Source: an optimization exercise on an open RTL-to-GDS flow (aim: small area and a short achievable clock period). Production flows keep margins and buffers that such runs may drop.
Power and IR drop assume default switching activity.

== rev 12 ==
==> flow/design.v (excerpt) <==
module topmodule (input clk, input reset,
	output [31:0] imem_addr, input [31:0] imem_data,
	output rf_r_we, output [2:0] rf_r_addr, output [31:0] rf_r_data,
	output rf_s_we, output [2:0] rf_s_addr, output [31:0] rf_s_data,
	output dm_we, output [3:0] dm_addr, output [7:0] dm_wdata,
	output [31:0] epc, output [1:0] cause);
For scale: ~4,500 cells after synthesis, about 190 I/O pins, about 0.033 mm2 of cells after synthesis.
clock: 6.5 ns
lec_check: 0
abc_area: 1
cap_margin: 20
core_margin: 2
core_utilization: 40
setup_slack_margin: 3.5
slew_margin: 20
standard.sh (not shown) runs the stock make flow with config.mk's settings and CLKGATE_MAP_FILE= SYNTH_SCRIPT=/design/flow/synth_recipe.tcl, a recipe that flattens the netlist after the stock synthesis.
==> flow/flow/run.sh <==
#!/bin/bash
# Own layout flow: the standard flow (standard.sh) with two layout changes: the port
# buffers are sky130_fd_sc_hd__buf_2 cells instead of the delay cells buffer_ports picks by
# default, and the clock tree uses larger sink clusters and no dummy loads. The synthesis is
# the standard one. Each step's output goes to a log file in this folder, and ORFS keeps its
# own per-step logs under orfs/logs.
set -euo pipefail
W=$(pwd)
export BUFFER_PORTS_ARGS="-buffer_cell sky130_fd_sc_hd__buf_2"
export CTS_ARGS="-sink_clustering_enable -repair_clock_nets -dont_use_dummy_load -sink_clustering_size 24 -sink_clustering_max_diameter 100"
bash standard.sh synth > $W/flow_synth.log 2>&1
bash standard.sh > $W/flow_layout.log 2>&1
#### Input delta (rev 13 over rev 12)
--- a/flow/design.v
+++ b/flow/design.v
@@ -1,22 +1,21 @@
 module topmodule (input clk, input reset,
 	output [31:0] imem_addr, input [31:0] imem_data,
 	output rf_r_we, output [2:0] rf_r_addr, output [31:0] rf_r_data,
 	output rf_s_we, output [2:0] rf_s_addr, output [31:0] rf_s_data,
 	output dm_we, output [3:0] dm_addr, output [7:0] dm_wdata,
 	output [31:0] epc, output [1:0] cause);
 	reg  [31:2] pcb;                 
 	reg         pct;                 
 	reg  [2:0]  pct_o;               
 	reg  [31:0] ir;                  
-	reg  [7:1]  ir_sa, ir_sb;        
 	reg  [31:2] id_pc;               
 	reg  [31:2] ex_pc;
 	reg  [31:0] ex_a, ex_b;          
 	reg  [3:0]  ex_fa, ex_fb;        
 	reg  [4:0]  ex_sm, ex_sn;        
 	reg         ex_fc, ex_fd;
 	reg  [7:0]  ex_sdat;             
 	reg         ex_op1, ex_sub, ex_rb31;
 	reg  [2:0]  ex_rd, ex_sd;
 	reg         ex_rwe, ex_ld, ex_st;
 	reg  [31:0] mem_alu;
@@ -46,29 +45,28 @@
 	wire is_ld  = sop == 5'b01010;
 	wire is_st  = sop == 5'b01011;
 	wire is_br  = sop == 5'b11010;
 	wire is_jp  = sop == 5'b11100;
 	wire is_add = rop == 5'b00011;
 	wire is_op1 = rop == 5'b01000;
 	wire exc    = ~(is_ld | is_st | is_br | is_jp) | ~(is_add | is_op1);
 	wire stall = is_br | is_jp |
 		(ex_ld & ((ex_sd == f_rn) | (ex_sd == f_rd) | (ex_sd == f_sm) | (ex_sd == f_sn)));
 	wire mem_carry = mem_g | (mem_p & ~mem_alu[31]);
 	wire flush = is_br & mem_carry;
-	wire [7:1] s_a, s_b, s_sm, s_sn, s_sd, nx_sa, nx_sb;
+	wire [2:0] a_b = is_op1 ? f_rn : f_rd;
+	wire [7:1] s_a, s_b, s_sm, s_sn, s_sd;
 	genvar gi;
 	generate for (gi = 1; gi < 8; gi = gi + 1) begin : dec
-		assign s_a[gi]  = ir_sa[gi];
-		assign s_b[gi]  = ir_sb[gi];
-		assign nx_sa[gi] = imem_data[8:6] == gi;
-		assign nx_sb[gi] = (imem_data[15:11] == 5'b01000 ? imem_data[5:3] : imem_data[2:0]) == gi;
+		assign s_a[gi]  = f_rm == gi;
+		assign s_b[gi]  = a_b  == gi;
 		assign s_sm[gi] = f_sm == gi;
 		assign s_sn[gi] = f_sn == gi;
 		assign s_sd[gi] = f_sd == gi;
 	end endgenerate
 	wire [31:0] rd_a = ({32{s_a[1]}} & rf1) | ({32{s_a[2]}} & rf2) | ({32{s_a[3]}} & rf3) |
 		({32{s_a[4]}} & rf4) | ({32{s_a[5]}} & rf5) | ({32{s_a[6]}} & rf6) | ({32{s_a[7]}} & rf7);
 	wire [31:0] rd_b = ({32{s_b[1]}} & rf1) | ({32{s_b[2]}} & rf2) | ({32{s_b[3]}} & rf3) |
 		({32{s_b[4]}} & rf4) | ({32{s_b[5]}} & rf5) | ({32{s_b[6]}} & rf6) | ({32{s_b[7]}} & rf7);
 	wire [4:0] rd_sm = ({5{s_sm[1]}} & rf1[4:0]) | ({5{s_sm[2]}} & rf2[4:0]) | ({5{s_sm[3]}} & rf3[4:0]) |
 		({5{s_sm[4]}} & rf4[4:0]) | ({5{s_sm[5]}} & rf5[4:0]) | ({5{s_sm[6]}} & rf6[4:0]) | ({5{s_sm[7]}} & rf7[4:0]);
 	wire [4:0] rd_sn = ({5{s_sn[1]}} & rf1[4:0]) | ({5{s_sn[2]}} & rf2[4:0]) | ({5{s_sn[3]}} & rf3[4:0]) |
@@ -125,27 +123,25 @@
 	wire trap_b = (exc | ovf_s) | ovf_a;
 	wire trap_c = exc | (ovf_s | ovf_a);
 	wire trap_d = (exc | ovf_a) | ovf_s;
 	always @(posedge clk) begin
 		if (reset) begin
 			pcb <= 30'd0; pct <= 1'b0; pct_o <= 3'd0;
 		end else if (!stall) begin
 			pcb <= pc + 30'd1; pct <= trap; pct_o <= {trap_d, trap_c, trap_b};
 		end
 		if (reset | flush) begin
 			ir <= 32'd0;
-			ir_sa <= 7'd0; ir_sb <= 7'd0;
 			id_pc <= 30'd0;
 		end else begin
 			ir <= imem_data;
-			ir_sa <= nx_sa; ir_sb <= nx_sb;
 			id_pc <= pc;
 		end
 		if (reset) begin
 			ex_pc <= 30'd0; ex_a <= 32'd0; ex_b <= 32'd0; ex_fa <= 4'd0; ex_fb <= 4'd0;
 			ex_op1 <= 1'b0; ex_rwe <= 1'b0; ex_ld <= 1'b0; ex_st <= 1'b0;
 		end else begin
 			ex_pc <= id_pc;
 			ex_a <= is_op1 ? op1_a : pre_a;
 			ex_b <= is_op1 ? (f_sub ? rd_b : 32'd0) : pre_b;
 			ex_fa <= {4{~is_op1 & ex_rwe}} & {eq_a & (ex_rd != 3'd0) & (f_rm != 3'd0), eq_a & (|(ex_rd | f_rm)),
 				eq_a & (f_rm != 3'd0), eq_a & (ex_rd != 3'd0)};
Results
| adder and majority cell fraction of the synthesized area | rev 13 vs rev 12 | ≈ equal |
[compare] base=rev 12 new=rev 13: switching share of power now larger; number of different library cells in the post-synthesis netlist fell 4.8%; endpoint arrival time on the critical path shows a reduction of 70 ps.
Rev 13 vs. rev 12: global-route usage now sits higher, sequential fraction of total cell area decreased 1.8 points, die area stayed essentially flat.
Relative to rev 12, combined buffer and inverter count along the critical path has gone down in rev 13.
Rev 13 ends up with a total number of sequential cells that is about 2% lower than in rev 12.
No functional check of the RTL was part of any run of this note.

## what the ideal ports hide
How much do the figures lean on ideal ports? The routed layouts below were timed once more, with nothing changed but the port constraints. Step 1 sets driving cells, clkbuf_16 on the clock port and buf_2 on the other inputs (assumed; they add their load-dependent delay and slew). Step 2 also shifts input and output timing later by t, the mid clock arrival at the registers, as if the neighbouring blocks saw the same clock. a / b / c = ideal / step 1 / step 2; a / b = the first two.
run | t, ns | setup slack, ns | worst slew at a driven data input, ns
rev 12 | 0.666 | 3.422 / 3.468 / 2.802 | 0.11
rev 13 | 0.628 | 3.504 / 3.504 / 2.978 | 0.11
After both steps setup and hold are still met in every run listed. For rev 12, which loses most, drivers alone change the setup slack by +0.046 ns; drivers and shift together by -0.620 ns.
